Context: an optimization exercise on an open-source flow, tuned for small area. The choices shown serve that exercise and are no tape-out recipe.
In this exercise RTL edits were held to simulation tests only and were not proved equivalent to the original.
The flow treats the clock pin as an ideal source, which a real chip does not have.
Power is estimated from default activity; no workload was simulated.

--- flow/design.v ---
`timescale 1ns / 1ps
`timescale 1ns / 1ps
`timescale 1ns / 1ps
`timescale 1ns / 1ps
module switches_top(clk, reset, hsync, vsync, switches_p1, switches_p2, rgb);
	input	[7:0]	switches_p1;
	input	[7:0]	switches_p2;
	input			clk;
	input			reset;
	output	reg		hsync;
	output	reg		vsync;
	output	[2:0]	rgb;
	function [5:0] incdec;
		input [5:0] x;
		input en;
		input dec;
		integer i;
		reg t;
		begin
			t = en;
			for (i = 0; i < 6; i = i + 1) begin
				incdec[i] = x[i] ^ t;
				t = t & (x[i] ^ dec);
			end
		end
	endfunction
	function [4:0] move_h;
		input [4:0] x;
		input [1:0] c;
		input z;
		reg [5:0] r;
		begin
			r = incdec({1'b0, x}, !z && !c[1], c[0]);
			move_h = r[4:0];
		end
	endfunction
	function [4:0] move_v;
		input [4:0] x;
		input [1:0] c;
		input z;
		reg [5:0] r;
		begin
			r = incdec({1'b0, x}, !z && c[1], c[0]);
			move_v = r[4:0];
		end
	endfunction
	reg		[4:0]	hc;
	reg		[3:0]	ho;
	reg		[4:0]	vc;
	reg		[3:0]	vo;
	wire			hend	= (hc == 5'd20) && (ho == 4'd9);	 
	wire			vend	= (vc == 5'd17) && (vo == 4'd6);	 
	wire	[5:0]	hc_inc6	= incdec({1'b0, hc}, 1'b1, 1'b0);
	wire	[5:0]	vc_inc6	= incdec({1'b0, vc}, 1'b1, 1'b0);
	wire	[5:0]	ho_inc6	= incdec({2'b0, ho}, 1'b1, 1'b0);
	wire	[5:0]	vo_inc6	= incdec({2'b0, vo}, 1'b1, 1'b0);
	always @(posedge clk) begin
		if (reset || hend) begin
			hc <= 5'd0;
			ho <= 4'd1;
		end
		else if (ho == 4'd14) begin
			hc <= hc_inc6[4:0];
			ho <= 4'd0;
		end
		else
			ho <= ho_inc6[3:0];
	end
	always @(posedge clk) begin
		if (reset || (hend && vend)) begin
			vc <= 5'd0;
			vo <= 4'd0;
		end
		else if (hend) begin
			if (vo == 4'd14) begin
				vc <= vc_inc6[4:0];
				vo <= 4'd0;
			end
			else
				vo <= vo_inc6[3:0];
		end
	end
	always @(posedge clk) begin
		hsync <= (hc == 5'd17 && ho >= 4'd9) || hc == 5'd18 || (hc == 5'd19 && ho <= 4'd1);
		vsync <= (vc == 5'd16 && vo == 4'd14) || (vc == 5'd17 && vo <= 4'd1);
	end
	wire			h_on	= hc < 5'd17 || (hc == 5'd17 && ho <= 4'd1);	 
	wire			v_on	= vc < 5'd16;									 
	wire			display_on = h_on && v_on;
	wire			borders	= display_on && ((hc == 5'd0 && ho <= 4'd2) || (hc == 5'd17 && ho == 4'd1)
								|| (vc == 5'd0 && vo <= 4'd1) || (vc == 5'd15 && vo == 4'd14));
	wire			line254	= vc == 5'd16 && vo == 4'd14 && hc == 5'd0;
	reg		[5:0]	fcnt;	 
	wire			tick	= line254 && ho == 4'd3 && fcnt[1:0] == 2'b00;
	always @(posedge clk) begin
		if (reset)
			fcnt <= {5'b11110, line254 && ho == 4'd1};
		else if (line254 && ho == 4'd2)
			fcnt <= incdec(fcnt, 1'b1, 1'b0);
	end
	reg		[7:0]	dir_sw_q;
	wire	[7:0]	dir_sw	= {switches_p2[3:0], switches_p1[3:0]};
	wire			dir_edge = |(dir_sw & ~dir_sw_q);
	reg		[1:0]	dir1;
	reg		[1:0]	dir2;
	always @(posedge clk) begin
		dir_sw_q <= dir_sw;
		if (reset || dir_edge) begin
			if (reset || (switches_p1[1] && dir1 != 2'b01))
				dir1 <= 2'b00;
			else if (switches_p1[0] && dir1 != 2'b00)
				dir1 <= 2'b01;
			else if (switches_p1[2] && dir1 != 2'b10)
				dir1 <= 2'b11;
			else if (switches_p1[3] && dir1 != 2'b11)
				dir1 <= 2'b10;
			if (!reset && switches_p2[1] && dir2 != 2'b01)
				dir2 <= 2'b00;
			else if (reset || (switches_p2[0] && dir2 != 2'b00))
				dir2 <= 2'b01;
			else if (switches_p2[2] && dir2 != 2'b10)
				dir2 <= 2'b11;
			else if (switches_p2[3] && dir2 != 2'b11)
				dir2 <= 2'b10;
		end
	end
	reg				game_over;
	wire			step	= tick && !game_over;
	reg		[4:0]	hh1, hv1, hh2, hv2;
	reg		[1:0]	a0, a1, a2, a3, a4;
	reg		[1:0]	b0, b1, b2, b3, b4;
	reg				v1, v2, v3, v4;	 
	reg		[1:0]	grow1, grow2;	 
	wire	[4:0]	nxt_h	= (hc == 5'd19) ? 5'd0 : hc_inc6[4:0];
	wire	[4:0]	vnext	= (vo == 4'd14) ? vc_inc6[4:0] : (vend ? 5'd0 : vc);
	wire	[4:0]	nxt_v	= (hc == 5'd19) ? vnext : vc;
	reg		[4:0]	wh, wv;
	reg				acc01_1, acc24_1, acc01_2, acc24_2;
	reg				t01_1c, t24_1c, t01_2c, t24_2c;
	reg		[1:0]	wc;
	reg				wz;
	reg		[1:0]	wsrc;	 
	always @* begin
		wc = 2'b00;
		wz = 1'b1;
		wsrc = 2'd0;
		if (tick) begin
			wc = dir1; wz = 1'b0; wsrc = 2'd1;
		end
		else case (ho)
			4'd1:  begin wc = a0 ^ 2'b01; wz = 1'b0; wsrc = 2'd1; end
			4'd2:  begin wc = a1 ^ 2'b01; wz = !v1; end
			4'd3:  begin wc = a2 ^ 2'b01; wz = !v2; end
			4'd4:  begin wc = a3 ^ 2'b01; wz = !v3; end
			4'd5:  begin wc = a4 ^ 2'b01; wz = !v4; end
			4'd6:  begin wc = b0 ^ 2'b01; wz = 1'b0; wsrc = 2'd2; end
			4'd7:  begin wc = b1 ^ 2'b01; wz = !v1; end
			4'd8:  begin wc = b2 ^ 2'b01; wz = !v2; end
			4'd9:  begin wc = b3 ^ 2'b01; wz = !v3; end
			4'd10: begin wc = b4 ^ 2'b01; wz = !v4; end
			default: ;
		endcase
	end
	wire	[4:0]	xh	= (wsrc == 2'd1) ? hh1 : (wsrc == 2'd2) ? hh2 : wh;
	wire	[4:0]	xv	= (wsrc == 2'd1) ? hv1 : (wsrc == 2'd2) ? hv2 : wv;
	wire	[4:0]	sum_h	= move_h(xh, wc, wz);
	wire	[4:0]	sum_v	= move_v(xv, wc, wz);
	wire			hit	= wh == nxt_h && wv == nxt_v;
	wire			walk	= hc != 5'd20;
	always @(posedge clk) begin
		wh <= sum_h;
		wv <= sum_v;
		if (walk) case (ho)
			4'd2:  acc01_1 <= hit;
			4'd3:  acc01_1 <= acc01_1 || hit;
			4'd4:  acc24_1 <= hit && grow1 != 2'd0;
			4'd5:  acc24_1 <= acc24_1 || (hit && grow1[1]);
			4'd6:  acc24_1 <= acc24_1 || (hit && grow1 == 2'd3);
			4'd7:  acc01_2 <= hit;
			4'd8:  acc01_2 <= acc01_2 || hit;
			4'd9:  acc24_2 <= hit && grow2 != 2'd0;
			4'd10: acc24_2 <= acc24_2 || (hit && grow2[1]);
			4'd11: acc24_2 <= acc24_2 || (hit && grow2 == 2'd3);
			default: ;
		endcase
		if (reset || (ho == 4'd14 && hc == 5'd19)) begin
			t01_1c <= 1'b0;
			t24_1c <= 1'b0;
			t01_2c <= 1'b0;
			t24_2c <= 1'b0;
		end
		else if (ho == 4'd14 || hend) begin
			t01_1c <= acc01_1;
			t24_1c <= acc24_1;
			t01_2c <= acc01_2;
			t24_2c <= acc24_2;
		end
	end
	wire	[4:0]	nh1	= sum_h;
	wire	[4:0]	nv1	= sum_v;
	wire	[4:0]	nh2	= move_h(hh2, dir2, 1'b0);
	wire	[4:0]	nv2	= move_v(hv2, dir2, 1'b0);
	always @(posedge clk) begin
		if (reset) begin
			hh1 <= 5'd1;
			hv1 <= 5'd1;
			a0 <= 2'b00;
			hh2 <= 5'd15;
			hv2 <= 5'd14;
			b0 <= 2'b01;
			v1 <= 1'b0;
			v2 <= 1'b0;
			v3 <= 1'b0;
			v4 <= 1'b0;
		end
		else if (step) begin
			hh1 <= nh1;
			hv1 <= nv1;
			a0 <= dir1;
			hh2 <= nh2;
			hv2 <= nv2;
			b0 <= dir2;
			v1 <= 1'b1;
			v2 <= v1;
			v3 <= v2;
			v4 <= v3;
		end
		if (!reset && step) begin
			a1 <= a0;
			a2 <= a1;
			a3 <= a2;
			a4 <= a3;
			b1 <= b0;
			b2 <= b1;
			b3 <= b2;
			b4 <= b3;
		end
	end
	wire			col1	= (dir1 == (a0 ^ 2'b01))
		|| (v2 && dir1[1] != a0[1] && a1 == (dir1 ^ 2'b01) && a2 == (a0 ^ 2'b01));
	wire			col2	= (dir2 == (b0 ^ 2'b01))
		|| (v2 && dir2[1] != b0[1] && b1 == (dir2 ^ 2'b01) && b2 == (b0 ^ 2'b01));
	wire			out1	= nh1 == 5'd18 || nh1 == 5'd31 || nv1 == 5'd17 || nv1 == 5'd31;
	wire			out2	= nh2 == 5'd18 || nh2 == 5'd31 || nv2 == 5'd17 || nv2 == 5'd31;
	always @(posedge clk) begin
		if (reset)
			game_over <= 1'b0;
		else if (step)
			game_over <= out1 || out2 || col1 || col2;
	end
	reg		[3:0]	apple_a;	 
	reg				apple_rst;	 
	wire	[3:0]	apple_h	= apple_a;
	wire	[3:0]	apple_v	= {apple_a[2] | apple_rst, apple_a[1:0], 1'b0};
	wire			eat1	= nh1 == {1'b0, apple_h} && nv1 == {1'b0, apple_v};
	wire			eat2	= nh2 == {1'b0, apple_h} && nv2 == {1'b0, apple_v};
	always @(posedge clk) begin
		if (reset) begin
			apple_a <= 4'd8;
			apple_rst <= 1'b1;
			grow1 <= 2'd0;
			grow2 <= 2'd0;
		end
		else if (tick) begin
			if (eat1 || eat2) begin
				apple_a <= fcnt[5:2];
				apple_rst <= 1'b0;
			end
			if (eat1 && grow1 != 2'd3)
				grow1 <= grow1 + 2'd1;
			if (eat2 && grow2 != 2'd3)
				grow2 <= grow2 + 2'd1;
		end
	end
	wire			win_tail	= ho >= 4'd1 && ho <= 4'd11 && vo >= 4'd3 && vo <= 4'd13;
	wire			win_head	= ho <= 4'd13 && vo >= 4'd1 && vo <= 4'd14;
	wire			win_apple	= ho >= 4'd1 && ho <= 4'd14 && vo >= 4'd1 && vo <= 4'd14;
	wire			grid		= ho == 4'd1 && vo == 4'd0;
	wire			t01_1	= win_tail && t01_1c;
	wire			t01_2	= win_tail && t01_2c;
	wire			h1		= win_head && hc == hh1 && vc == hv1;
	wire			h2		= win_head && hc == hh2 && vc == hv2;
	wire			apple	= win_apple && hc == {1'b0, apple_h} && vc == {1'b0, apple_v};
	wire			win_tail3	= ho >= 4'd4 && vo >= 4'd3 && vo <= 4'd13;
	wire			k1		= win_tail3 && t24_1c;
	wire			k2		= win_tail3 && t24_2c;
	reg				s1_r, s1_g, s1_b;
	reg				s2_r, s2_g, s2_b;
	reg				s3_r, s3_g, s3_b;
	reg				q_r, q_g, q_b;
	always @(posedge clk) begin
		s1_r <= t01_1 || t01_2;
		s1_g <= t01_1 || h1 || h2;
		s1_b <= t01_2 || h2;
		s2_r <= s1_r || apple;
		s2_g <= s1_g;
		s2_b <= s1_b;
		s3_r <= s2_r;
		s3_g <= s2_g || grid;
		s3_b <= s2_b || grid;
		q_r <= display_on && (s3_r || k1 || k2);
		q_g <= display_on && (s3_g || k1);
		q_b <= display_on && (s3_b || k2);
	end
	assign rgb = {game_over || q_b || borders, q_g, q_r};
endmodule
--- flow/flow/run.sh ---
#!/bin/bash
# Own flow: the standard layout (standard.sh) with
# - synthesis by my_synth.tcl: the standard flow's synthesis, area-oriented for the
#   combinational logic (registers unchanged),
# - the smallest buffer on the ports,
# - a clock tree of small buffers without dummy loads, where post_cts.tcl
#   upsizes the buffers whose flip-flop clock pins see too much slew.
set -euo pipefail
W=$(pwd)
export OWN_ABC_SCRIPT="$W/flow/area.abc"
bash "$W/standard.sh" SYNTH_SCRIPT="$W/flow/my_synth.tcl" \
  BUFFER_PORTS_ARGS="-buffer_cell sky130_fd_sc_hd__buf_1" \
  CTS_ARGS="-sink_clustering_enable -repair_clock_nets -buf_list sky130_fd_sc_hd__clkbuf_4 -dont_use_dummy_load" \
  POST_CTS_TCL="$W/flow/post_cts.tcl" \
  finish > "$W/flow_make.log" 2>&1
--- flow/flow/area.abc ---
strash
&get -n
&fraig -x
&put
scorr
dc2
strash
&get -n
&deepsyn -T 30
&put
strash
dch -f
amap -m
--- flow/flow/my_synth.tcl ---
# The standard flow's synthesis script (synth_recipe.tcl), with two changes that touch
# only combinational logic: no full/half-adder extraction (the adders stay
# plain gates for ABC), and Yosys's abc call uses the area-oriented ABC
# script next to this file instead of ORFS's speed script.  Everything that
# makes the registers is unchanged.
proc synth {args} { yosys synth -nofsm -noshare {*}$args }
proc extract_fa {args} {}
proc abc {args} {
  set i [lsearch -exact $args -script]
  if {$i >= 0} { lset args [expr {$i + 1}] $::env(OWN_ABC_SCRIPT) }
  yosys abc {*}$args
}
source $::env(SCRIPTS_DIR)/synth.tcl
# left out here: clear keep_hierarchy, flatten, clean up, hide names made inside functions, write 1_2_yosys.v
--- flow/flow/post_cts.tcl ---
# After clock tree synthesis: upsize every clock buffer whose flip-flop clock
# pins see a slew above the target, until none does.
set_propagated_clock [all_clocks]
set target 0.085
set sizes {sky130_fd_sc_hd__clkbuf_4 sky130_fd_sc_hd__clkbuf_8 sky130_fd_sc_hd__clkbuf_16}
for {set round 0} {$round < 6} {incr round} {
  estimate_parasitics -placement
  set bump {}
  foreach pin [get_pins -hierarchical */CLK] {
    set s 0
    foreach p {slew_max_rise slew_max_fall} { set v [get_property $pin $p]; if {$v > $s} {set s $v} }
    if {$s > $target} {
      set net [get_nets -of_objects $pin]
      foreach drv [get_pins -of_objects $net -filter "direction==output"] {
        lappend bump [get_full_name [get_cells -of_objects $drv]]
      }
    }
  }
  set bump [lsort -unique $bump]
  if {[llength $bump] == 0} { break }
  set changed 0
  foreach c $bump {
    set m [get_property [get_cells $c] ref_name]
    set i [lsearch $sizes $m]
    if {$i >= 0 && $i < [llength $sizes] - 1} {
      replace_cell [get_cells $c] [lindex $sizes [expr {$i + 1}]]
      incr changed
    }
  }
  puts "post_cts round $round: upsized $changed clock buffers"
  if {$changed == 0} { break }
}
detailed_placement
estimate_parasitics -placement
--- flow/standard.sh ---
#!/bin/bash
# synth_recipe.tcl (not shown) runs the flow's synth.tcl, then flattens the netlist and writes it again
# the make line also repeats each setting of config.mk as NAME=value (left out here)
make -C /OpenROAD-flow-scripts/flow DESIGN_CONFIG=/design/flow/config.mk WORK_HOME=/design/flow/orfs CLKGATE_MAP_FILE= SYNTH_SCRIPT=/design/flow/synth_recipe.tcl "${@:-finish}"
--- flow/config.mk ---
export PLATFORM = sky130hd
export DESIGN_NAME = switches_top
export DESIGN_NICKNAME = switches_top
export VERILOG_FILES = /design/flow/design.v
export SDC_FILE = /design/flow/constraint.sdc
export NUM_CORES = 4
export LEC_CHECK = 0
export CAP_MARGIN = 20
export CORE_MARGIN = 2
export CORE_UTILIZATION = 60
export GPL_TIMING_DRIVEN = 0
export PLACE_DENSITY = 0.75
export SLEW_MARGIN = 20
--- flow/constraint.sdc ---
create_clock -name core_clock -period 8.0 [get_ports {clk}]
set_input_delay 1.6000 -clock core_clock [delete_from_list [all_inputs] [get_ports {clk}]]
set_output_delay 1.6000 -clock core_clock [all_outputs]
set_load 0.01 [all_outputs]
==> results of run 1 <==
kinds of logic (layout without fill, tap and decap cells):
family | after synthesis | after routing | synth area share
AO/OA/AOI/OAI | 245 | 245 | 0.274
AND/OR/NAND/NOR | 242 | 242 | 0.179
buffers and inverters | 124 | 158 | 0.0814
flip-flops | 122 | 122 | 0.463
XOR/XNOR | 1 | 1 | 0.00151
worst register-to-register path, delay by kind of cell, from the launching register on:
family / cells / cell delay, ps
buf+inv: 4 / 1180
simple gates: 9 / 2810
flops: 1 / 480
compound gates: 11 / 3040
area by class of cell:
cell class | instances | area, µm² | area share
sequential | 122 | 2690 | 0.431
buffer | 2 | 15.0 | 0.00240
multi-input combinational | 488 | 2660 | 0.426
timing repair buffer | 17 | 78.8 | 0.0126
clock buffer | 17 | 184 | 0.0294
tap | 129 | 161 | 0.0258
inverter | 122 | 458 | 0.0733
final timing paths:
| path | from | to | slack [ps] | cells after the start |
|---|---|---|---|---|
| setup / recovery | ho[0] | apple_a[3] | 410 | 24 |
| hold / removal | s2_r | s3_r | 330 | 0 |
| setup reg to reg | ho[0] | apple_a[3] | 410 | 24 |
| hold reg to reg | s2_r | s3_r | 330 | 0 |
metal layers:
metal,wire [µm],vias to the layer above,GRT usage
met5,0,-,0
met4,526,0,0.129
met3,1680,47,0.0752
met2,7430,339,0.515
met1,7140,2657,0.478
li1,-,2733,-
placed cells by master (no fill, tap or decap), types with 3 or more instances in the layout:
cell type / Yosys / final
nor2_1: 129 / 128
clkinv_1: 122 / 122
dfxtp_1: 97 / 97
a21oi_1: 57 / 57
o22ai_1: 56 / 56
o21ai_0: 46 / 46
nand2_1: 45 / 45
nor3_1: 25 / 25
edfxtp_1: 25 / 25
nand3_1: 15 / 15
buf_1: 0 / 14
a222oi_1: 11 / 11
a221oi_1: 9 / 9
clkbuf_8: 0 / 9
o221ai_1: 8 / 8
a211oi_1: 8 / 8
clkbuf_4: 0 / 8
nor4_1: 8 / 7
o21a_1: 7 / 7
a31oi_1: 6 / 6
a22oi_1: 5 / 5
or4_1: 4 / 4
a2111oi_0: 4 / 4
or2_0: 4 / 4
o31ai_1: 4 / 4
buf_4: 2 / 4
a32oi_1: 3 / 3
o2111ai_1: 3 / 3
nor2b_1: 3 / 3
or3_1: 3 / 3
o32ai_1: 3 / 3
through the flow:
step	setup TNS, ps	std cells	hold slack (ps)
floorplan	0	734	310
detailed placement	0	877	313
global route	-41.4	897	348
global placement	0	877	311
finish	0	897	328
power groups by stage:
stage                     sequential (mW)  clock (mW)  combinational (mW)
after floorplan                     0.690           0               0.185
after global placement              0.703           0               0.235
after detailed placement            0.703           0               0.241
after global routing                0.694       0.371               0.280
final                               0.692       0.339               0.255
state kept, by name (all words and copies together), names as in the netlist, 4 cells and up:
signal / cells
vc: 5
hc: 5
dir_sw_q: 8
wv: 5
vo: 4
hh1: 5
wh: 5
fcnt: 6
hh2: 5
ho: 4
apple_a: 4
hv1: 5
hv2: 5
==> metrics.md, run 1 <==
| Metric | Value |
|---|---|
| Status | `no timing/DRC/antenna violations` |
| Worst vdd ir | `141 µV` |
| Area growth syn-to-layout | `7.53%` |
| Max-capacitance violation count | `0` |
| Die X | `102 µm` |
| Worst path required time | `8430 ps` |
| Post-Route WL | `16800 µm` |
| Yosys reg bits | `122` |
| Core area | `9330 µm²` |
| Post-route design area | `6250 µm²` |
| Filler Cell Count | `824` |
| Ys Warns | `1` |
| Post-synth top area share | `0.334` |
| Number of global-route vias before repair | `5185` |
| Setup WS post-layout | `410 ps` |
| CP Cell Sequence | `clkinv_1 -> nor2_1 -> clkinv_1 -> or4_1 -> nor2_1 -> clkinv_1 -> nand2_1 -> nor2_1 -> a222oi_1 -> o21ai_0 -> a21oi_1 -> o221ai_1 -> a21oi_1 -> nand2_1 -> a21oi_1 -> nor2_1 -> a21oi_1 -> clkinv_1 -> o22ai_1 -> nor2b_1 -> o21ai_0 -> nor4_2 -> o21ai_0 -> o22a_1` |
| Syn nets | `752` |
| Post-synth EDFFs | `25` |
| Clock-pin slew on the worst setup and hold paths | `70 ps` |
| Power density cells | `206 nW/µm²` |
| Setup violations, final | `0` |
| DRC Markers | `0` |
| Total gr overflow | `0` |
| Num ports | `23` |
| First-pass GRT wire length | `27000 µm` |
| Top cells by count, synth | `nor2_1 (129), clkinv_1 (122), dfxtp_1 (97)` |
| Detailed-route wire length per cell | `18.7 µm` |
| Worst Setup Start Kind | `flop` |
| Largest cells by area after synthesis | `dfxtp_1 (33%), edfxtp_1 (13%), nor2_1 (8.3%)` |
| Post-placement cell area | `6030 µm²` |
| Worst Hold Class | `reg -> reg` |
| Psw | `0.394 mW` |
| Synthesized instance count | `734` |
| Worst Clk Skew | `32.4 ps` |
| Via count | `5776` |
| Pre-CTS WS | `431 ps` |
| Post-detail-place hpwl | `12500 µm` |
| Sequential power share | `0.538` |
| Final hold violations | `0` |
| Die Y | `102 µm` |
| CTS tree | `yes` |
| Seq/Total Area, Yosys | `0.463` |
| Fin util | `0.670` |
| Top-count cell post-synth | `nor2_1` |
| All-layer global routing usage | `0.341` |
| Worst Path Max Fanout | `11` |
| Final net count | `788` |
| Fin crit period | `7590 ps` |
| Number of I/O port buffers | `14` |
| Netlist cell types | `46` |
| Comb power frac | `0.198` |
| Final worst-path cycle share | `0.949` |
| Pin count of the biggest net entering global routing | `30` |
| Fmax | `0.132 GHz` |
| Internal | `0.892 mW` |
| Final Power | `1.29 mW` |
| Rows | `35` |
| Drt pass-1 iters | `8` |
| Static Leak | `2.09 nW` |
| Switching part of the total power | `0.306` |
| Worst Setup End Kind | `flop` |
| Crit path max-delay family | `compound AO/OA/AOI/OAI gates` |
| Antenna Cells | `0` |
| Crit-path max cell delay | `580 ps` |
| Clock Power Share | `0.264` |
| Global placer's final weighted congestion | `1.02` |
| Initial antenna violation count | `0` |
| Post-synth top flop | `dfxtp_1` |
| Max_slew headroom | `0.259` |
| Drt via density | `6.44` |
| Worst setup path class | `reg -> reg` |
| WP buf/inv | `4` |
| Clk sinks | `122` |
| WP data arrival | `8020 ps` |
| Initial Util | `0.623` |
| Master of the slowest instance on the critical path | `or4_1` |
| Share of cells above drive strength 1 | `0.0313` |
| Syn Std Cell Area | `5810 µm²` |
| Fin. max-slew vios | `0` |
| Leading area contributor after synthesis | `dfxtp_1` |
| Synth Area per Inst | `7.92 µm²` |
| Final ANT Viol Nets | `0` |
| Slew @ Worst Pin | `1110 ps` |
| Worst-Skew Late Latency | `550 ps` |
| DIE AREA | `10500 µm²` |
| 1st-iter DRT viols | `649` |
| FFs w/ async S/R, synth | `0` |
==> inputs of run 2 (changes only) <==
--- a/flow/design.v
+++ b/flow/design.v
@@ -48,8 +48,23 @@
 	reg		[3:0]	ho;
 	reg		[4:0]	vc;
 	reg		[3:0]	vo;
-	wire			hend	= (hc == 5'd20) && (ho == 4'd9);	 
-	wire			vend	= (vc == 5'd17) && (vo == 4'd6);	 
+	wire			hc0		= hc == 5'd0;
+	wire			hc15	= hc == 5'd15;
+	wire			hc17	= hc[4] && !hc[1] && hc[0];
+	wire			hc18	= hc[4] && hc[1] && !hc[0];
+	wire			hc19	= hc[4] && hc[1] && hc[0];
+	wire			hc20	= hc[4] && hc[2];
+	wire			vc0		= vc == 5'd0;
+	wire			vc15	= !vc[4] && vc[3:0] == 4'd15;
+	wire			vc16	= vc[4] && !vc[0];
+	wire			vc17	= vc[4] && vc[0];
+	wire			ho0		= ho == 4'd0;
+	wire			ho1		= ho == 4'd1;
+	wire			ho14	= ho[3] && ho[2] && ho[1];
+	wire			vo0		= vo == 4'd0;
+	wire			vo14	= vo[3] && vo[2] && vo[1];
+	wire			hend	= hc20 && ho[3] && ho[0];			 
+	wire			vend	= vc17 && vo[2] && vo[1];			 
 	wire	[5:0]	hc_inc6	= incdec({1'b0, hc}, 1'b1, 1'b0);
 	wire	[5:0]	vc_inc6	= incdec({1'b0, vc}, 1'b1, 1'b0);
 	wire	[5:0]	ho_inc6	= incdec({2'b0, ho}, 1'b1, 1'b0);
@@ -59,7 +74,7 @@
 			hc <= 5'd0;
 			ho <= 4'd1;
 		end
-		else if (ho == 4'd14) begin
+		else if (ho14) begin
 			hc <= hc_inc6[4:0];
 			ho <= 4'd0;
 		end
@@ -72,7 +87,7 @@
 			vo <= 4'd0;
 		end
 		else if (hend) begin
-			if (vo == 4'd14) begin
+			if (vo14) begin
 				vc <= vc_inc6[4:0];
 				vo <= 4'd0;
 			end
@@ -81,20 +96,20 @@
 		end
 	end
 	always @(posedge clk) begin
-		hsync <= (hc == 5'd17 && ho >= 4'd9) || hc == 5'd18 || (hc == 5'd19 && ho <= 4'd1);
-		vsync <= (vc == 5'd16 && vo == 4'd14) || (vc == 5'd17 && vo <= 4'd1);
+		hsync <= (hc17 && ho >= 4'd9) || hc18 || (hc19 && ho <= 4'd1);
+		vsync <= (vc16 && vo14) || (vc17 && vo <= 4'd1);
 	end
-	wire			h_on	= hc < 5'd17 || (hc == 5'd17 && ho <= 4'd1);	 
-	wire			v_on	= vc < 5'd16;									 
+	wire			h_on	= !hc[4] || (hc == 5'd16) || (hc17 && ho <= 4'd1);	 
+	wire			v_on	= !vc[4];											 
 	wire			display_on = h_on && v_on;
-	wire			borders	= display_on && ((hc == 5'd0 && ho <= 4'd2) || (hc == 5'd17 && ho == 4'd1)
-								|| (vc == 5'd0 && vo <= 4'd1) || (vc == 5'd15 && vo == 4'd14));
-	wire			line254	= vc == 5'd16 && vo == 4'd14 && hc == 5'd0;
+	wire			borders	= display_on && ((hc0 && ho <= 4'd2) || (hc17 && ho1)
+								|| (vc0 && vo <= 4'd1) || (vc15 && vo14));
+	wire			line254	= vc16 && vo14 && hc0;
 	reg		[5:0]	fcnt;	 
 	wire			tick	= line254 && ho == 4'd3 && fcnt[1:0] == 2'b00;
 	always @(posedge clk) begin
 		if (reset)
-			fcnt <= {5'b11110, line254 && ho == 4'd1};
+			fcnt <= {5'b11110, line254 && ho1};
 		else if (line254 && ho == 4'd2)
 			fcnt <= incdec(fcnt, 1'b1, 1'b0);
 	end
@@ -131,9 +146,9 @@
 	reg		[1:0]	b0, b1, b2, b3, b4;
 	reg				v1, v2, v3, v4;	 
 	reg		[1:0]	grow1, grow2;	 
-	wire	[4:0]	nxt_h	= (hc == 5'd19) ? 5'd0 : hc_inc6[4:0];
-	wire	[4:0]	vnext	= (vo == 4'd14) ? vc_inc6[4:0] : (vend ? 5'd0 : vc);
-	wire	[4:0]	nxt_v	= (hc == 5'd19) ? vnext : vc;
+	wire	[4:0]	nxt_h	= hc19 ? 5'd0 : hc_inc6[4:0];
+	wire	[4:0]	vnext	= vo14 ? vc_inc6[4:0] : (vend ? 5'd0 : vc);
+	wire	[4:0]	nxt_v	= hc19 ? vnext : vc;
 	reg		[4:0]	wh, wv;
 	reg				acc01_1, acc24_1, acc01_2, acc24_2;
 	reg				t01_1c, t24_1c, t01_2c, t24_2c;
@@ -166,7 +181,7 @@
 	wire	[4:0]	sum_h	= move_h(xh, wc, wz);
 	wire	[4:0]	sum_v	= move_v(xv, wc, wz);
 	wire			hit	= wh == nxt_h && wv == nxt_v;
-	wire			walk	= hc != 5'd20;
+	wire			walk	= !hc20;
 	always @(posedge clk) begin
 		wh <= sum_h;
 		wv <= sum_v;
@@ -183,13 +198,13 @@
 			4'd11: acc24_2 <= acc24_2 || (hit && grow2 == 2'd3);
 			default: ;
 		endcase
-		if (reset || (ho == 4'd14 && hc == 5'd19)) begin
+		if (ho14 && hc19) begin
 			t01_1c <= 1'b0;
 			t24_1c <= 1'b0;
 			t01_2c <= 1'b0;
 			t24_2c <= 1'b0;
 		end
-		else if (ho == 4'd14 || hend) begin
+		else if (ho14 || hend) begin
 			t01_1c <= acc01_1;
 			t24_1c <= acc24_1;
 			t01_2c <= acc01_2;
@@ -240,8 +255,8 @@
 		|| (v2 && dir1[1] != a0[1] && a1 == (dir1 ^ 2'b01) && a2 == (a0 ^ 2'b01));
 	wire			col2	= (dir2 == (b0 ^ 2'b01))
 		|| (v2 && dir2[1] != b0[1] && b1 == (dir2 ^ 2'b01) && b2 == (b0 ^ 2'b01));
-	wire			out1	= nh1 == 5'd18 || nh1 == 5'd31 || nv1 == 5'd17 || nv1 == 5'd31;
-	wire			out2	= nh2 == 5'd18 || nh2 == 5'd31 || nv2 == 5'd17 || nv2 == 5'd31;
+	wire			out1	= (nh1[4] && nh1[1]) || (nv1[4] && nv1[0]);
+	wire			out2	= (nh2[4] && nh2[1]) || (nv2[4] && nv2[0]);
 	always @(posedge clk) begin
 		if (reset)
 			game_over <= 1'b0;
@@ -272,10 +287,10 @@
 				grow2 <= grow2 + 2'd1;
 		end
 	end
-	wire			win_tail	= ho >= 4'd1 && ho <= 4'd11 && vo >= 4'd3 && vo <= 4'd13;
-	wire			win_head	= ho <= 4'd13 && vo >= 4'd1 && vo <= 4'd14;
-	wire			win_apple	= ho >= 4'd1 && ho <= 4'd14 && vo >= 4'd1 && vo <= 4'd14;
-	wire			grid		= ho == 4'd1 && vo == 4'd0;
+	wire			win_tail	= !ho0 && ho <= 4'd11 && vo >= 4'd3 && vo <= 4'd13;
+	wire			win_head	= !ho14 && !vo0;
+	wire			win_apple	= !ho0 && !vo0;
+	wire			grid		= ho1 && vo0;
 	wire			t01_1	= win_tail && t01_1c;
 	wire			t01_2	= win_tail && t01_2c;
 	wire			h1		= win_head && hc == hh1 && vc == hv1;
--- a/flow/flow/post_cts.tcl
+++ b/flow/flow/post_cts.tcl
@@ -1,7 +1,7 @@
 # After clock tree synthesis: upsize every clock buffer whose flip-flop clock
 # pins see a slew above the target, until none does.
 set_propagated_clock [all_clocks]
-set target 0.085
+set target 0.1
 set sizes {sky130_fd_sc_hd__clkbuf_4 sky130_fd_sc_hd__clkbuf_8 sky130_fd_sc_hd__clkbuf_16}
 for {set round 0} {$round < 6} {incr round} {
   estimate_parasitics -placement
--- a/flow/config.mk
+++ b/flow/config.mk
@@ -7,7 +7,6 @@
 export LEC_CHECK = 0
 export CAP_MARGIN = 20
 export CORE_MARGIN = 2
-export CORE_UTILIZATION = 60
-export GPL_TIMING_DRIVEN = 0
-export PLACE_DENSITY = 0.75
+export CORE_UTILIZATION = 40
+export PLACE_DENSITY = 0.6
 export SLEW_MARGIN = 20
==> metrics.md, run 2 <==
| Metric | Value |
|---|---|
| Number of I/O port buffers | `14` |
| Worst Clk Skew | `32.1 ps` |
| Final ANT Viol Nets | `0` |
| Critical Path End | `apple_a[3]` |
| Global placer's final weighted congestion | `0.958` |
| Clk sinks | `122` |
| Power density cells | `195 nW/µm²` |
| Worst Setup Start Kind | `flop` |
| Final net count | `776` |
| Clock-pin slew on the worst setup and hold paths | `90 ps` |
| Synth Area per Inst | `8.03 µm²` |
| 1st-iter DRT viols | `529` |
| Post-detail-place hpwl | `12900 µm` |
| Crit-path max cell delay | `530 ps` |
| Post-synth top area share | `0.335` |
| Fin crit period | `6040 ps` |
| Largest regs | `dir_sw_q x8, fcnt x6` |
| FFs w/ async S/R, synth | `0` |
| Worst Setup SP | `ho[1]` |
| Worst reg2reg path depth | `21` |
| Drt pass-1 iters | `5` |
| Initial Util | `0.414` |
| Die X | `124 µm` |
| CP Cell Sequence | `clkinv_1 -> nor2_1 -> clkinv_1 -> nor4_1 -> buf_4 -> clkinv_1 -> o21ai_0 -> buf_4 -> nor2_1 -> a222oi_1 -> clkinv_1 -> a221oi_1 -> o21ai_0 -> o21ai_0 -> clkinv_1 -> a222oi_1 -> o221ai_1 -> or4_1 -> o41ai_1 -> nand2_1 -> o22a_1` |
| Master of the slowest instance on the critical path | `or4_1` |
| Multi-input logic area | `2580 µm²` |
| Worst vdd ir | `106 µV` |
| Post-route design area | `6260 µm²` |
| First-pass GRT wire length | `27600 µm` |
| Max FFs per register | `8` |
| Via count | `5602` |
| Post-synth top flop | `dfxtp_1` |
| Synthesized instance count | `721` |
| Setup WS post-layout | `1960 ps` |
| Syn Std Cell Area | `5790 µm²` |
| Top cells by count, synth | `clkinv_1 (135), nor2_1 (127), dfxtp_1 (97)` |
| Number of global-route vias before repair | `5373` |
| Filler Cell Count | `1422` |
| Reg2Reg Setup Slack | `1960 ps` |
| Post-Route WL | `17200 µm` |
| Initial antenna violation count | `0` |
| Pin count of the biggest net entering global routing | `23` |
| Detailed-route wire length per cell | `18.4 µm` |
| Yosys reg bits | `122` |
| RR Endpoint | `apple_a[3]` |
| WP data arrival | `6490 ps` |
| All-layer global routing usage | `0.224` |
| Setup violations, final | `0` |
| Pre-CTS WS | `2070 ps` |
| Post-placement cell area | `6100 µm²` |
| Drt via density | `5.99` |
| Final hold violations | `0` |
| Worst path required time | `8450 ps` |
| Max_slew headroom | `0.257` |
| RR Startpoint | `ho[1]` |
| Worst Hold Class | `reg -> reg` |
| Hold depth | `0` |
| Worst Setup End Kind | `flop` |
| RSZ-0062 raised after global routing | `false` |
| Commonest non-fill, non-tap cell in the layout | `clkinv_1` |
| Rows | `43` |
| Most frequent cells in the layout | `clkinv_1 (135), nor2_1 (126), dfxtp_1 (97)` |
| Largest cells by area after synthesis | `dfxtp_1 (34%), edfxtp_1 (13%), clkinv_1 (8.7%)` |
| Slew @ Worst Pin | `1100 ps` |
| Seq/Total Area, Yosys | `0.465` |
| Die Y | `124 µm` |
| Worst-Skew Late Latency | `560 ps` |
| Fmax | `0.165 GHz` |
| Leading area contributor after synthesis | `dfxtp_1` |
| Netlist cell types | `44` |
| Worst setup path class | `reg -> reg` |
| Total gr overflow | `0` |
| Setup_tns | `0 ps` |
| Status | `no timing/DRC/antenna violations` |
| Fin. max-slew vios | `0` |
| Final Power | `1.22 mW` |
| Top-count cell post-synth | `clkinv_1` |
| Static Leak | `2.06 nW` |
| Ys Warns | `1` |
| Share of cells above drive strength 1 | `0.0317` |
| Area growth syn-to-layout | `8.10%` |
| DRC Markers | `0` |
| Final worst-path cycle share | `0.755` |
| Max-capacitance violation count | `0` |
| DIE AREA | `15500 µm²` |
| Most common cell on crit path | `clkinv_1` |
| Post-synth EDFFs | `25` |
| FF+latch area | `2690 µm²` |
| Core area | `14000 µm²` |
| Num ports | `23` |
| Worst Path Max Fanout | `11` |
| Antenna Cells | `0` |
| Syn nets | `739` |
| Most flop-heavy register | `dir_sw_q` |
| CTS tree | `yes` |
-- run 2: how the worst min path moves through the flow --
stage	slack [ps]	start	endpoint
2_1_floorplan	310	s1_b	s2_b
3_3_place_gp	310	s1_b	s2_b
3_5_place_dp	320	s1_g	s2_g
5_1_grt	320	s2_r	s3_r
6_report	310	s2_r	s3_r
-- run 2: kinds of logic (layout without fill, tap and decap cells) --
kind of cell	count (synthesis)	after routing	share of synthesized area
AND/OR/NAND/NOR	227	227	0.167
buffers and inverters	137	172	0.0901
AO/OA/AOI/OAI	235	235	0.278
flip-flops	122	122	0.465
-- run 2: worst max-delay path, delay by kind of cell (launching register included) --
family	cells	cell delay, ps
simple gates	5	1530
flops	1	480
compound gates	9	2360
buf+inv	7	1560
-- run 2: final cells by class --
cell class / count / share of cell area
multi-input combinational: 462 / 0.412
sequential: 122 / 0.430
timing repair buffer: 20 / 0.0156
inverter: 135 / 0.0809
clock buffer: 17 / 0.0254
tap: 180 / 0.0360
-- run 2: stage by stage --
stage | hold slack (ps) | std cells | utilization
floorplan | 310 | 721 | -
global placement | 311 | 919 | 0.436
detailed placement | 320 | 919 | 0.436
global route | 319 | 936 | 0.448
finish | 308 | 936 | 0.448
-- run 2: power by group --
group	total (mW)	switching [mW]	leakage (nW)	internal (mW)
registers	0.685	0.0279	1.02	0.657
logic	0.211	0.141	0.941	0.0702
clock network	0.323	0.200	0.0912	0.123
-- run 2: metal layers --
metal	GRT usage	vias up	wire length, µm
met1	0.302	2631	7760
met5	0	-	0
met4	0.0972	0	424
met2	0.342	230	7670
met3	0.0571	32	1340
li1	-	2709	-
==> inputs of run 3 (changes only) <==
--- a/flow/design.v
+++ b/flow/design.v
@@ -118,6 +118,20 @@
 	wire			dir_edge = |(dir_sw & ~dir_sw_q);
 	reg		[1:0]	dir1;
 	reg		[1:0]	dir2;
+	reg		[1:0]	dir2_next;
+	always @* begin
+		dir2_next = dir2;
+		if (dir_edge) begin
+			if (switches_p2[1] && dir2 != 2'b01)
+				dir2_next = 2'b00;
+			else if (switches_p2[0] && dir2 != 2'b00)
+				dir2_next = 2'b01;
+			else if (switches_p2[2] && dir2 != 2'b10)
+				dir2_next = 2'b11;
+			else if (switches_p2[3] && dir2 != 2'b11)
+				dir2_next = 2'b10;
+		end
+	end
 	always @(posedge clk) begin
 		dir_sw_q <= dir_sw;
 		if (reset || dir_edge) begin
@@ -129,15 +143,8 @@
 				dir1 <= 2'b11;
 			else if (switches_p1[3] && dir1 != 2'b11)
 				dir1 <= 2'b10;
-			if (!reset && switches_p2[1] && dir2 != 2'b01)
-				dir2 <= 2'b00;
-			else if (reset || (switches_p2[0] && dir2 != 2'b00))
-				dir2 <= 2'b01;
-			else if (switches_p2[2] && dir2 != 2'b10)
-				dir2 <= 2'b11;
-			else if (switches_p2[3] && dir2 != 2'b11)
-				dir2 <= 2'b10;
 		end
+		dir2 <= reset ? 2'b01 : dir2_next;
 	end
 	reg				game_over;
 	wire			step	= tick && !game_over;
@@ -162,6 +169,9 @@
 		if (tick) begin
 			wc = dir1; wz = 1'b0; wsrc = 2'd1;
 		end
+		else if (line254 && ho == 4'd2) begin
+			wc = dir2_next; wz = 1'b0; wsrc = 2'd2;
+		end
 		else case (ho)
 			4'd1:  begin wc = a0 ^ 2'b01; wz = 1'b0; wsrc = 2'd1; end
 			4'd2:  begin wc = a1 ^ 2'b01; wz = !v1; end
@@ -213,8 +223,8 @@
 	end
 	wire	[4:0]	nh1	= sum_h;
 	wire	[4:0]	nv1	= sum_v;
-	wire	[4:0]	nh2	= move_h(hh2, dir2, 1'b0);
-	wire	[4:0]	nv2	= move_v(hv2, dir2, 1'b0);
+	wire	[4:0]	nh2	= wh;
+	wire	[4:0]	nv2	= wv;
 	always @(posedge clk) begin
 		if (reset) begin
 			hh1 <= 5'd1;
--- a/flow/flow/post_cts.tcl
+++ b/flow/flow/post_cts.tcl
@@ -1,7 +1,7 @@
 # After clock tree synthesis: upsize every clock buffer whose flip-flop clock
 # pins see a slew above the target, until none does.
 set_propagated_clock [all_clocks]
-set target 0.1
+set target 0.11
 set sizes {sky130_fd_sc_hd__clkbuf_4 sky130_fd_sc_hd__clkbuf_8 sky130_fd_sc_hd__clkbuf_16}
 for {set round 0} {$round < 6} {incr round} {
   estimate_parasitics -placement
==> metrics.md, run 3 <==
| Metric | Value |
|---|---|
| CTS tree | `yes` |
| Status | `no timing/DRC/antenna violations` |
| Filler Cell Count | `1402` |
| Worst Setup Start Kind | `flop` |
| Worst setup path class | `reg -> reg` |
| Area growth syn-to-layout | `8.58%` |
| Number of global-route vias before repair | `5125` |
| Fin. max-slew vios | `0` |
| Syn Std Cell Area | `5570 µm²` |
| Power density cells | `205 nW/µm²` |
| Multi-input logic area | `2400 µm²` |
| Hold depth | `0` |
| FFs w/ async S/R, synth | `0` |
| Total gr overflow | `0` |
| Slew @ Worst Pin | `770 ps` |
| Drt pass-1 iters | `5` |
| Clk sinks | `122` |
| Core area | `13700 µm²` |
| Largest cells by area after synthesis | `dfxtp_1 (36%), edfxtp_1 (12%), clkinv_1 (9.0%)` |
| Worst vdd ir | `98.6 µV` |
| Worst Path Max Fanout | `12` |
| Hold_ws | `333 ps` |
| Post-synth EDFFs | `23` |
| Post-Route WL | `17000 µm` |
| Setup violations, final | `0` |
| Fin util | `0.441` |
| Syn nets | `701` |
| Non-filler cells, final | `902` |
| Initial antenna violation count | `1` |
| Fmax | `0.152 GHz` |
| Setup WS post-layout | `1420 ps` |
| Pin count of the biggest net entering global routing | `27` |
| DIE AREA | `14900 µm²` |
| Final ANT Viol Nets | `0` |
| Die X | `122 µm` |
| Seq/Total Area, Yosys | `0.480` |
| Number of I/O port buffers | `14` |
| Worst path required time | `8420 ps` |
| Top-count cell post-synth | `clkinv_1` |
| Share of cells above drive strength 1 | `0.0376` |
| Drt via density | `5.97` |
| Commonest non-fill, non-tap cell in the layout | `clkinv_1` |
| Most flop-heavy register | `dir_sw_q` |
| Most frequent cells in the layout | `clkinv_1 (133), nor2_1 (105), dfxtp_1 (99)` |
| Netlist cell types | `45` |
| WP data arrival | `7000 ps` |
| Worst Setup End Kind | `flop` |
| Pre-CTS WS | `1540 ps` |
| Ys Warns | `1` |
| Leading area contributor after synthesis | `dfxtp_1` |
| Synthesized instance count | `683` |
| Fin crit period | `6580 ps` |
| Reg2Reg Setup Slack | `1420 ps` |
| Final worst-path cycle share | `0.822` |
| Max-capacitance violation count | `0` |
| DRC Markers | `0` |
| Static Leak | `2.01 nW` |
| Synth Area per Inst | `8.16 µm²` |
| RSZ-0062 raised after global routing | `false` |
| Worst-Skew Late Latency | `550 ps` |
| First-pass GRT wire length | `27300 µm` |
| Detailed-route wire length per cell | `18.8 µm` |
| Rows | `43` |
| Final net count | `739` |
| FF+latch area | `2670 µm²` |
| Die Y | `122 µm` |
| Worst Clk Skew | `31.6 ps` |
| Worst Hold Class | `reg -> reg` |
| Post-synth top area share | `0.356` |
| Clock-pin slew on the worst setup and hold paths | `90 ps` |
| Worst reg2reg path depth | `20` |
| Via count | `5386` |
| Final hold violations | `0` |
| Post-synth top flop | `dfxtp_1` |
| 1st-iter DRT viols | `541` |
| Largest regs | `dir_sw_q x8, fcnt x6` |
| Max FFs per register | `8` |
| Setup_tns | `0 ps` |
| Cells after DPL | `882` |
| Num ports | `23` |
| Global placer's final weighted congestion | `0.949` |
| Top cells by count, synth | `clkinv_1 (133), nor2_1 (105), dfxtp_1 (99)` |
| All-layer global routing usage | `0.244` |
| Yosys reg bits | `122` |
| Initial Util | `0.406` |
| Post-detail-place hpwl | `12700 µm` |
| Max_slew headroom | `0.483` |
-- run 3: path summary, 6_finish.rpt --
path               from         end
setup / recovery  ho[0]  apple_a[3]
hold / removal     s1_g        s2_g
setup reg to reg  ho[0]  apple_a[3]
hold reg to reg    s1_g        s2_g
-- run 3: cells by family after synthesis --
logic type | after synthesis | synth area share
flops | 122 | 0.480
compound gates | 222 | 0.269
buf+inv | 135 | 0.0923
simple gates | 204 | 0.159
-- run 3: through the flow --
step	power [mW]	instance area (µm²)
global route	1.30	6050
global placement	0.936	5890
detailed placement	0.941	5900
finish	1.24	6050
floorplan	0.857	5570
-- run 3: routing by layer --
metal | share of wire | vias to the layer above | track usage | routed length (µm)
li1 | - | 2575 | - | -
met1 | 0.46 | 2531 | 0.337 | 7820
met2 | 0.44 | 242 | 0.375 | 7470
met3 | 0.069 | 38 | 0.0440 | 1180
met4 | 0.031 | 0 | 0.106 | 520
met5 | 0 | - | 0 | 0
-- run 3: power by group --
group	total, mW	leakage [nW]	internal [mW]	switching (mW)
clock network	0.306	0.0834	0.107	0.199
registers	0.689	1.02	0.655	0.0342
logic	0.246	0.902	0.0788	0.167
total	1.24	2.01	0.841	0.400
-- run 3: cell type report --
type | count | area share
inverters | 133 | 0.0825
well taps | 180 | 0.0372
clock buffers | 17 | 0.0232
multi-input cells | 426 | 0.397
flip-flops and latches | 122 | 0.442
repair buffers | 21 | 0.0174
diodes | 3 | 0.00124
-- run 3: critical path, cell delays in order (launching register included) --
cell and delay [ps]:
dfxtp_1 530, clkinv_1 320, nor2_1 620, clkinv_1 470
nor4_1 430, clkinv_1 310, o21ai_0 140, buf_4 220
nor2_1 80, buf_4 180, a222oi_1 580, clkinv_1 150
o221ai_1 250, clkinv_1 130, o22ai_1 200, clkinv_1 160
a222oi_1 370, o221ai_1 180, nor3_1 570, o21ai_0 310
o22a_1 240
==> inputs of run 4 (changes only) <==
--- a/flow/flow/post_cts.tcl
+++ b/flow/flow/post_cts.tcl
@@ -1,7 +1,7 @@
 # After clock tree synthesis: upsize every clock buffer whose flip-flop clock
 # pins see a slew above the target, until none does.
 set_propagated_clock [all_clocks]
-set target 0.11
+set target 0.1
 set sizes {sky130_fd_sc_hd__clkbuf_4 sky130_fd_sc_hd__clkbuf_8 sky130_fd_sc_hd__clkbuf_16}
 for {set round 0} {$round < 6} {incr round} {
   estimate_parasitics -placement
==> metrics.md, run 4 <==
| Metric | Value |
|---|---|
| Ys Warns | `1` |
| Worst vdd ir | `103 µV` |
| Seq/Total Area, Yosys | `0.475` |
| Detailed-route wire length per cell | `17.3 µm` |
| Share of cells above drive strength 1 | `0.0272` |
| Worst reg2reg path depth | `18` |
| CTS tree | `yes` |
| Static Leak | `1.97 nW` |
| 1st-iter DRT viols | `501` |
| Fin crit period | `6230 ps` |
| Die X | `123 µm` |
| Hold_ws | `332 ps` |
| Rows | `43` |
| Reg2Reg Setup Slack | `1770 ps` |
| Worst-Skew Late Latency | `550 ps` |
| Worst Hold Class | `reg -> reg` |
| Top cells by count, synth | `nor2_1 (122), clkinv_1 (119), dfxtp_1 (99)` |
| Setup_tns | `0 ps` |
| RR Endpoint | `apple_a[3]` |
| Sequential power share | `0.559` |
| Synthesized instance count | `704` |
| Power density cells | `204 nW/µm²` |
| Comb power frac | `0.184` |
| Final net count | `755` |
| Total gr overflow | `0` |
| Status | `no timing/DRC/antenna violations` |
| Post-synth top flop | `dfxtp_1` |
| Largest cells by area after synthesis | `dfxtp_1 (35%), edfxtp_1 (12%), nor2_1 (8.1%)` |
| Fin. max-slew vios | `0` |
| Final ANT Viol Nets | `0` |
| Post-Route WL | `15900 µm` |
| DIE AREA | `15000 µm²` |
| Number of I/O port buffers | `14` |
| Worst Setup End Kind | `flop` |
| Drt via density | `5.75` |
| First-pass GRT wire length | `25800 µm` |
| Clock Power Share | `0.257` |
| Final Power | `1.23 mW` |
| Core area | `13800 µm²` |
| RSZ-0062 raised after global routing | `false` |
| Initial antenna violation count | `0` |
| Max FFs per register | `8` |
| Final hold violations | `0` |
| Synth Area per Inst | `8.00 µm²` |
| Worst setup path class | `reg -> reg` |
| WP data arrival | `6690 ps` |
| Clk sinks | `122` |
| All-layer global routing usage | `0.225` |
| Final worst-path cycle share | `0.779` |
| Via count | `5262` |
| Post-synth EDFFs | `23` |
| Worst Path Max Fanout | `9` |
| Die Y | `123 µm` |
| Syn nets | `722` |
| Switching part of the total power | `0.317` |
| Yosys reg bits | `122` |
| Fmax | `0.160 GHz` |
| Drt pass-1 iters | `8` |
| Most flop-heavy register | `dir_sw_q` |
| Slew @ Worst Pin | `1030 ps` |
| Clock-pin slew on the worst setup and hold paths | `100 ps` |
| Post-detail-place hpwl | `12000 µm` |
| Num ports | `23` |
| Psw | `0.391 mW` |
| Global placer's final weighted congestion | `0.904` |
| Internal | `0.843 mW` |
| Worst Setup SP | `vo[3]` |
| Setup violations, final | `0` |
| Antenna Cells | `0` |
| Leading area contributor after synthesis | `dfxtp_1` |
| Top-count cell post-synth | `nor2_1` |
| Most frequent cells in the layout | `nor2_1 (122), clkinv_1 (119), dfxtp_1 (99)` |
| Largest regs | `dir_sw_q x8, fcnt x6` |
| Initial Util | `0.407` |
| Pin count of the biggest net entering global routing | `27` |
| Max-capacitance violation count | `0` |
| Netlist cell types | `38` |
| Worst Setup Start Kind | `flop` |
| Worst Clk Skew | `35.6 ps` |
| RR Startpoint | `vo[3]` |
| Commonest non-fill, non-tap cell in the layout | `nor2_1` |
| Area growth syn-to-layout | `7.62%` |
| Max_slew headroom | `0.310` |
| Post-synth top area share | `0.352` |
| Syn Std Cell Area | `5630 µm²` |
| DRC Markers | `0` |
| Worst path required time | `8460 ps` |
| Number of global-route vias before repair | `5033` |
| FFs w/ async S/R, synth | `0` |
| Critical Path End | `apple_a[3]` |
[run 4: metal layers]
layer	GRT usage	share of wire	vias to the layer above
li1	-	-	2593
met1	0.305	0.48	2452
met2	0.357	0.45	182
met3	0.0530	0.057	35
met4	0.0697	0.017	0
met5	0	0	-
[run 4: how the worst min path moves through the flow]
stage | startpoint | to | slack, ps | cells after the start
2_1_floorplan | s1_b | s2_b | 310 | 0
3_3_place_gp | s1_b | s2_b | 310 | 0
3_5_place_dp | s1_g | s2_g | 310 | 0
5_1_grt | s1_b | s2_b | 340 | 0
6_report | s1_b | s2_b | 330 | 0
[run 4: cell type report]
class,instances,area (µm²)
clock buffer,17,146
fill,1417,7770
inverter,119,447
multi-input combinational,461,2500
sequential,122,2670
timing repair buffer,16,67.6
tap,180,225
[run 4: power by group through the flow]
| stage | sequential, mW | combinational [mW] | clock [mW] |
|---|---|---|---|
| floorplan | 0.691 | 0.164 | 0 |
| global placement | 0.703 | 0.219 | 0 |
| detailed placement | 0.702 | 0.225 | 0 |
| global route | 0.694 | 0.253 | 0.344 |
| finish | 0.690 | 0.227 | 0.317 |
[run 4: critical path: stages (launching register included)]
cell and delay [ps]:
dfxtp_1 400, clkinv_1 150, nor2_1 280, clkinv_1 260, nor3_1 280, clkinv_1 150
nor3_1 560, clkinv_1 400, o221ai_1 740, clkinv_1 380, a22oi_1 240, nor2_1 90
o22ai_1 290, clkinv_1 140, a221oi_1 320, o221ai_1 200, nor4_1 680, o21ai_0 340
o22a_1 230
[run 4: kinds of logic (layout without fill, tap and decap cells)]
family,count (synthesis),after routing,share of synthesized area
simple gates,245,245,0.188
compound gates,216,216,0.256
flops,122,122,0.475
buf+inv,121,152,0.0820
[run 4: through the flow]
stage / utilization / cell area, µm² / worst slack [ps] / std cells
final: 0.438 / 6060 / 1770 / 915
after global routing: 0.438 / 6060 / 1090 / 915
after detailed placement: 0.428 / 5910 / 1670 / 898
after global placement: 0.428 / 5910 / 1810 / 898
after floorplan: - / 5630 / 2950 / 704
==> inputs of run 5 (changes only) <==
--- a/flow/config.mk
+++ b/flow/config.mk
@@ -7,6 +7,6 @@
 export LEC_CHECK = 0
 export CAP_MARGIN = 20
 export CORE_MARGIN = 2
-export CORE_UTILIZATION = 40
-export PLACE_DENSITY = 0.6
+export CORE_UTILIZATION = 55
+export PLACE_DENSITY = 0.7
 export SLEW_MARGIN = 20
==> metrics.md, run 5 <==
| Metric | Value |
|---|---|
| Post-Route WL | `16700 µm` |
| Drt via density | `6.34` |
| Pre-CTS WS | `1460 ps` |
| Status | `no timing/DRC/antenna violations` |
| Total gr overflow | `0` |
| Via count | `5404` |
| Worst Setup End Kind | `flop` |
| Largest cells by area after synthesis | `dfxtp_1 (36%), edfxtp_1 (12%), clkinv_1 (9.0%)` |
| Post-route design area | `5980 µm²` |
| Clock-pin slew on the worst setup and hold paths | `80 ps` |
| Global placer's final weighted congestion | `0.961` |
| Pin count of the biggest net entering global routing | `27` |
| Synth Area per Inst | `8.16 µm²` |
| Top-count cell post-synth | `clkinv_1` |
| Post-synth EDFFs | `23` |
| Area growth syn-to-layout | `7.28%` |
| Worst Path Max Fanout | `12` |
| WP data arrival | `7200 ps` |
| Die X | `105 µm` |
| All-layer global routing usage | `0.312` |
| Worst Setup SP | `ho[0]` |
| Fin util | `0.609` |
| Post-placement cell area | `5840 µm²` |
| Power density cells | `206 nW/µm²` |
| Fmax | `0.148 GHz` |
| Number of I/O port buffers | `14` |
| Worst setup path class | `reg -> reg` |
| WP buf/inv | `7` |
| Syn Std Cell Area | `5570 µm²` |
| Worst Hold Class | `reg -> reg` |
| RSZ-0062 raised after global routing | `false` |
| CTS tree | `yes` |
| FFs w/ async S/R, synth | `0` |
| Master of the slowest instance on the critical path | `a222oi_1` |
| Leading area contributor after synthesis | `dfxtp_1` |
| Share of cells above drive strength 1 | `0.0362` |
| Fin crit period | `6780 ps` |
| Num ports | `23` |
| Drt pass-1 iters | `8` |
| Core area | `9820 µm²` |
| Non-filler cells, final | `852` |
| Die Y | `105 µm` |
| Syn nets | `701` |
| Most flop-heavy register | `dir_sw_q` |
| Worst Clk Skew | `27.4 ps` |
| First-pass GRT wire length | `26300 µm` |
| Worst path required time | `8420 ps` |
| CP Cell Sequence | `clkinv_1 -> nor2_1 -> clkinv_1 -> nor4_1 -> clkinv_1 -> o21ai_0 -> buf_4 -> nor2_1 -> a222oi_1 -> clkinv_1 -> o221ai_1 -> clkinv_1 -> o221ai_1 -> clkinv_1 -> o221ai_1 -> nor2_1 -> a21oi_1 -> o2111ai_1 -> nor3_1 -> o21ai_0 -> o22a_1` |
| Most common cell on crit path | `clkinv_1` |
| Yosys reg bits | `122` |
| Max FFs per register | `8` |
| Initial antenna violation count | `0` |
| Synthesized instance count | `683` |
| Worst vdd ir | `143 µV` |
| Detailed-route wire length per cell | `19.6 µm` |
| Rows | `36` |
| Worst-Skew Late Latency | `530 ps` |
| Number of global-route vias before repair | `4971` |
| Clk sinks | `122` |
| 1st-iter DRT viols | `606` |
| Hold_sp | `s1_g` |
| Commonest non-fill, non-tap cell in the layout | `clkinv_1` |
| Crit path max-delay family | `compound AO/OA/AOI/OAI gates` |
| Setup_tns | `0 ps` |
| Final net count | `739` |
| Slew @ Worst Pin | `834 ps` |
| Static Leak | `2.01 nW` |
| Top cells by count, synth | `clkinv_1 (133), nor2_1 (105), dfxtp_1 (99)` |
| Initial Util | `0.567` |
| Largest regs | `dir_sw_q x8, fcnt x6` |
| Final ANT Viol Nets | `0` |
| DRC Markers | `0` |
| Hold_ws | `329 ps` |
| Crit-path max cell delay | `740 ps` |
| Seq/Total Area, Yosys | `0.480` |
| Max-capacitance violation count | `0` |
| Netlist cell types | `45` |
| Ys Warns | `1` |
| Setup violations, final | `0` |
| Final hold violations | `0` |
| Antenna Cells | `0` |
| Most frequent cells in the layout | `clkinv_1 (133), nor2_1 (105), dfxtp_1 (99)` |
| Worst Setup Start Kind | `flop` |
| Post-synth top flop | `dfxtp_1` |
| Post-synth top area share | `0.356` |
| DIE AREA | `10900 µm²` |
| Setup WS post-layout | `1220 ps` |
| Cells after DPL | `835` |
| RR Startpoint | `ho[0]` |
| Final Power | `1.23 mW` |
| Final worst-path cycle share | `0.847` |
| Post-detail-place hpwl | `12500 µm` |
| Fin. max-slew vios | `0` |
| Max_slew headroom | `0.440` |
[run 5: changes by cell type after synthesis, sizes merged, moves of 5 or more]
cell    delta
a222oi    +10
o221ai     -5
nand2      -8
o21a       +5
o22a      -11
o22ai     +17
nor2      -17
clkinv    +14
o21ai     -14
nor3      -14
[run 5: cells by family after synthesis]
| kind of cell | Yosys count | share of synthesized area |
|---|---|---|
| AOI/OAI and AO/OA | 222 | 0.269 |
| and+or+nand+nor | 204 | 0.159 |
| buffers and inverters | 135 | 0.0923 |
| DFF | 122 | 0.480 |
[run 5: per-layer routing]
layer | up-vias | GRT usage | share of wire
met5 | - | 0 | 0
met4 | 0 | 0.119 | 0.028
met3 | 35 | 0.0979 | 0.096
met2 | 253 | 0.473 | 0.44
met1 | 2540 | 0.418 | 0.44
li1 | 2576 | - | -
[run 5: worst register-to-register path, stage by stage, from the launching register on]
cell and delay, ps:
dfxtp_1 530, clkinv_1 310, nor2_1 550, clkinv_1 440
nor4_1 440, clkinv_1 330, o21ai_0 160, buf_4 220
nor2_1 190, a222oi_1 740, clkinv_1 200, o221ai_1 280
clkinv_1 120, o221ai_1 110, clkinv_1 140, o221ai_1 110
nor2_1 70, a21oi_1 280, o2111ai_1 160, nor3_1 700
o21ai_0 330, o22a_1 240
[run 5: final timing paths]
kind | endpoint | slack [ps] | cells past startpoint
worst min-delay path | s2_g | 330 | 0
worst max-delay path | apple_a[3] | 1220 | 21
worst min register to register | s2_g | 330 | 0
worst max register to register | apple_a[3] | 1220 | 21
[run 5: final cells by class]
type	instances	area, µm²
sequential	122	2670
tap	133	166
multi-input combinational	426	2390
inverter	133	499
fill	949	3840
timing repair buffer	21	105
clock buffer	17	140
[run 5: report_power, final]
group	switching, mW	internal, mW
Sequential	0.0351	0.655
Combinational	0.164	0.0777
Clock	0.189	0.107
Total	0.388	0.840
==> inputs of run 6 (changes only) <==
--- a/flow/flow/post_cts.tcl
+++ b/flow/flow/post_cts.tcl
@@ -1,7 +1,7 @@
 # After clock tree synthesis: upsize every clock buffer whose flip-flop clock
 # pins see a slew above the target, until none does.
 set_propagated_clock [all_clocks]
-set target 0.1
+set target 0.11
 set sizes {sky130_fd_sc_hd__clkbuf_4 sky130_fd_sc_hd__clkbuf_8 sky130_fd_sc_hd__clkbuf_16}
 for {set round 0} {$round < 6} {incr round} {
   estimate_parasitics -placement
--- a/flow/config.mk
+++ b/flow/config.mk
@@ -8,5 +8,6 @@
 export CAP_MARGIN = 20
 export CORE_MARGIN = 2
 export CORE_UTILIZATION = 55
+export GPL_TIMING_DRIVEN = 0
 export PLACE_DENSITY = 0.7
 export SLEW_MARGIN = 20
==> metrics.md, run 6 <==
| Metric | Value |
|---|---|
| Status | `no timing/DRC/antenna violations` |
| Leading area contributor after synthesis | `dfxtp_1` |
| Setup violations, final | `0` |
| Clk sinks | `122` |
| RSZ-0062 raised after global routing | `false` |
| Worst Hold Class | `reg -> reg` |
| Number of I/O port buffers | `14` |
| Die X | `105 µm` |
| Most common cell on crit path | `clkinv_1` |
| Num ports | `23` |
| Max-capacitance violation count | `0` |
| Top cells by count, synth | `clkinv_1 (133), nor2_1 (105), dfxtp_1 (99)` |
| Crit path max-delay family | `compound AO/OA/AOI/OAI gates` |
| Fin. max-slew vios | `0` |
| DRC Markers | `0` |
| Worst Clk Skew | `27.6 ps` |
| Seq/Total Area, Yosys | `0.480` |
| Syn Std Cell Area | `5570 µm²` |
| Syn nets | `701` |
| Worst path required time | `8420 ps` |
| Initial antenna violation count | `0` |
| Master of the slowest instance on the critical path | `a222oi_1` |
| Worst Setup Start Kind | `flop` |
| Netlist cell types | `45` |
| WP data arrival | `7720 ps` |
| 1st-iter DRT viols | `469` |
| Largest regs | `dir_sw_q x8, fcnt x6` |
| Number of global-route vias before repair | `5066` |
| CTS tree | `yes` |
| Fmax | `0.137 GHz` |
| Most flop-heavy register | `dir_sw_q` |
| Global placer's final weighted congestion | `1.02` |
| Area growth syn-to-layout | `7.12%` |
| Post-detail-place hpwl | `12500 µm` |
| Power density cells | `206 nW/µm²` |
| Die Y | `105 µm` |
| Share of cells above drive strength 1 | `0.0349` |
| Via count | `5385` |
| Synthesized instance count | `683` |
| Rows | `36` |
| Detailed-route wire length per cell | `19.6 µm` |
| Most frequent cells in the layout | `clkinv_1 (133), nor2_1 (105), dfxtp_1 (99)` |
| All-layer global routing usage | `0.316` |
| Total gr overflow | `0` |
| WP buf/inv | `7` |
| Static Leak | `2.00 nW` |
| Commonest non-fill, non-tap cell in the layout | `clkinv_1` |
| CP Cell Sequence | `clkinv_1 -> nor2_1 -> clkinv_1 -> nor4_1 -> buf_2 -> clkinv_1 -> o21ai_1 -> nor2_1 -> a222oi_1 -> clkinv_1 -> o221ai_1 -> clkinv_1 -> o221ai_1 -> clkinv_1 -> o221ai_1 -> nor2_1 -> a21oi_1 -> o2111ai_1 -> nor3_1 -> o21ai_0 -> o22a_1` |
| Synth Area per Inst | `8.16 µm²` |
| Fin crit period | `7290 ps` |
| Top-count cell post-synth | `clkinv_1` |
| Final ANT Viol Nets | `0` |
| Crit-path max cell delay | `800 ps` |
| Non-filler cells, final | `850` |
| Ys Warns | `1` |
| Clock-pin slew on the worst setup and hold paths | `100 ps` |
| Post-synth EDFFs | `23` |
| Cells after DPL | `833` |
| Slew @ Worst Pin | `1170 ps` |
| Drt pass-1 iters | `8` |
| Max_slew headroom | `0.218` |
| FFs w/ async S/R, synth | `0` |
| Hold_ws | `320 ps` |
| Worst vdd ir | `165 µV` |
| Final worst-path cycle share | `0.912` |
| Initial Util | `0.567` |
| Final hold violations | `0` |
| Worst Setup End Kind | `flop` |
| Post-Route WL | `16600 µm` |
| Core area | `9820 µm²` |
| Max FFs per register | `8` |
| Final net count | `737` |
| Yosys reg bits | `122` |
| Antenna Cells | `0` |
| DIE AREA | `10900 µm²` |
| Post-synth top area share | `0.356` |
| Post-synth top flop | `dfxtp_1` |
| Largest cells by area after synthesis | `dfxtp_1 (36%), edfxtp_1 (12%), clkinv_1 (9.0%)` |
| Worst setup path class | `reg -> reg` |
| Worst-Skew Late Latency | `540 ps` |
| First-pass GRT wire length | `26700 µm` |
| Drt via density | `6.34` |
| Filler Cell Count | `949` |
| Worst Path Max Fanout | `12` |
| Pin count of the biggest net entering global routing | `28` |
==> run 6: metrics by stage <==
step | utilization | area [µm²] | setup TNS (ps) | setup WS (ps) | power, mW
floorplan | - | 5570 | 0 | 2600 | 0.857
global route | 0.608 | 5970 | 0 | 138 | 1.28
detailed placement | 0.595 | 5840 | 0 | 780 | 0.937
finish | 0.608 | 5970 | 0 | 708 | 1.23
global placement | 0.590 | 5790 | -1610 | -189 | 0.932
==> run 6: area by class of cell <==
type	count	area, µm²	share of cell area
Multi-Input combinational cell	426	2410	0.403
Clock buffer	17	128	0.0214
Sequential cell	122	2670	0.448
Timing Repair Buffer	17	80.1	0.0134
Tap cell	133	166	0.0279
Inverter	133	499	0.0837
Buffer	2	15.0	0.00252
==> run 6: power breakdown <==
part           internal (mW)  leakage [nW]  switching [mW]
combinational         0.0761         0.896           0.165
clock                 0.0968        0.0782           0.196
sequential             0.655          1.02          0.0381
==> run 6: layer usage <==
metal	track usage	share of wire
met1	0.425	0.43
met2	0.463	0.43
met3	0.105	0.10
met4	0.142	0.032
met5	0	0
==> run 6: worst register-to-register path: cells and delay by family, from the launching register on <==
| family | cells | cell delay (ps) |
|---|---|---|
| and+or+nand+nor | 5 | 2100 |
| buffers and inverters | 7 | 1780 |
| DFF | 1 | 500 |
| AOI/OAI and AO/OA | 9 | 2820 |
==> run 6: cells by family after synthesis <==
family          count (synthesis)  share of synthesized area
simple gates                  204                      0.159
compound gates                222                      0.269
buf+inv                       135                     0.0923
flops                         122                      0.480
==> run 6: path summary, 6_finish.rpt <==
path | from | endpoint | slack, ps | cells past startpoint
worst max-delay path | ho[0] | apple_a[3] | 710 | 21
worst min-delay path | s1_g | s2_g | 320 | 0
worst max register to register | ho[0] | apple_a[3] | 710 | 21
worst min register to register | s1_g | s2_g | 320 | 0

what the ideal ports hide:
The results above use ideal ports. As a check the final layouts listed here were re-extracted and re-timed, cells and wires unchanged.
Step 1: set_driving_cell puts a clkbuf_16 on clk and a buf_2 on each other input, an assumption about the parent block.
Step 2, shift: input delay + t, output delay - t, t = (earliest + latest rising clock arrival at the registers) / 2. This alone moves slack from input paths to output paths.
Three values: ideal ports, drivers, drivers and shift; two values: the first two.
run | t, ns | setup WS [ns] | worst setup path at the end
run 1 | 0.569 | 0.410 / 0.410 / 0.410 | register to register
run 2 | 0.580 | 1.956 / 1.956 / 1.956 | register to register
run 3 | 0.573 | 1.424 / 1.424 / 1.424 | register to register
run 4 | 0.571 | 1.768 / 1.768 / 1.739 | input to register
run 5 | 0.554 | 1.224 / 1.224 / 1.224 | register to register
run 6 | 0.561 | 0.708 / 0.708 / 0.708 | register to register
After both steps every run listed still meets setup and hold. For run 4, which loses most, drivers alone change the setup slack by 0.000 ns; drivers and shift together by -0.029 ns.
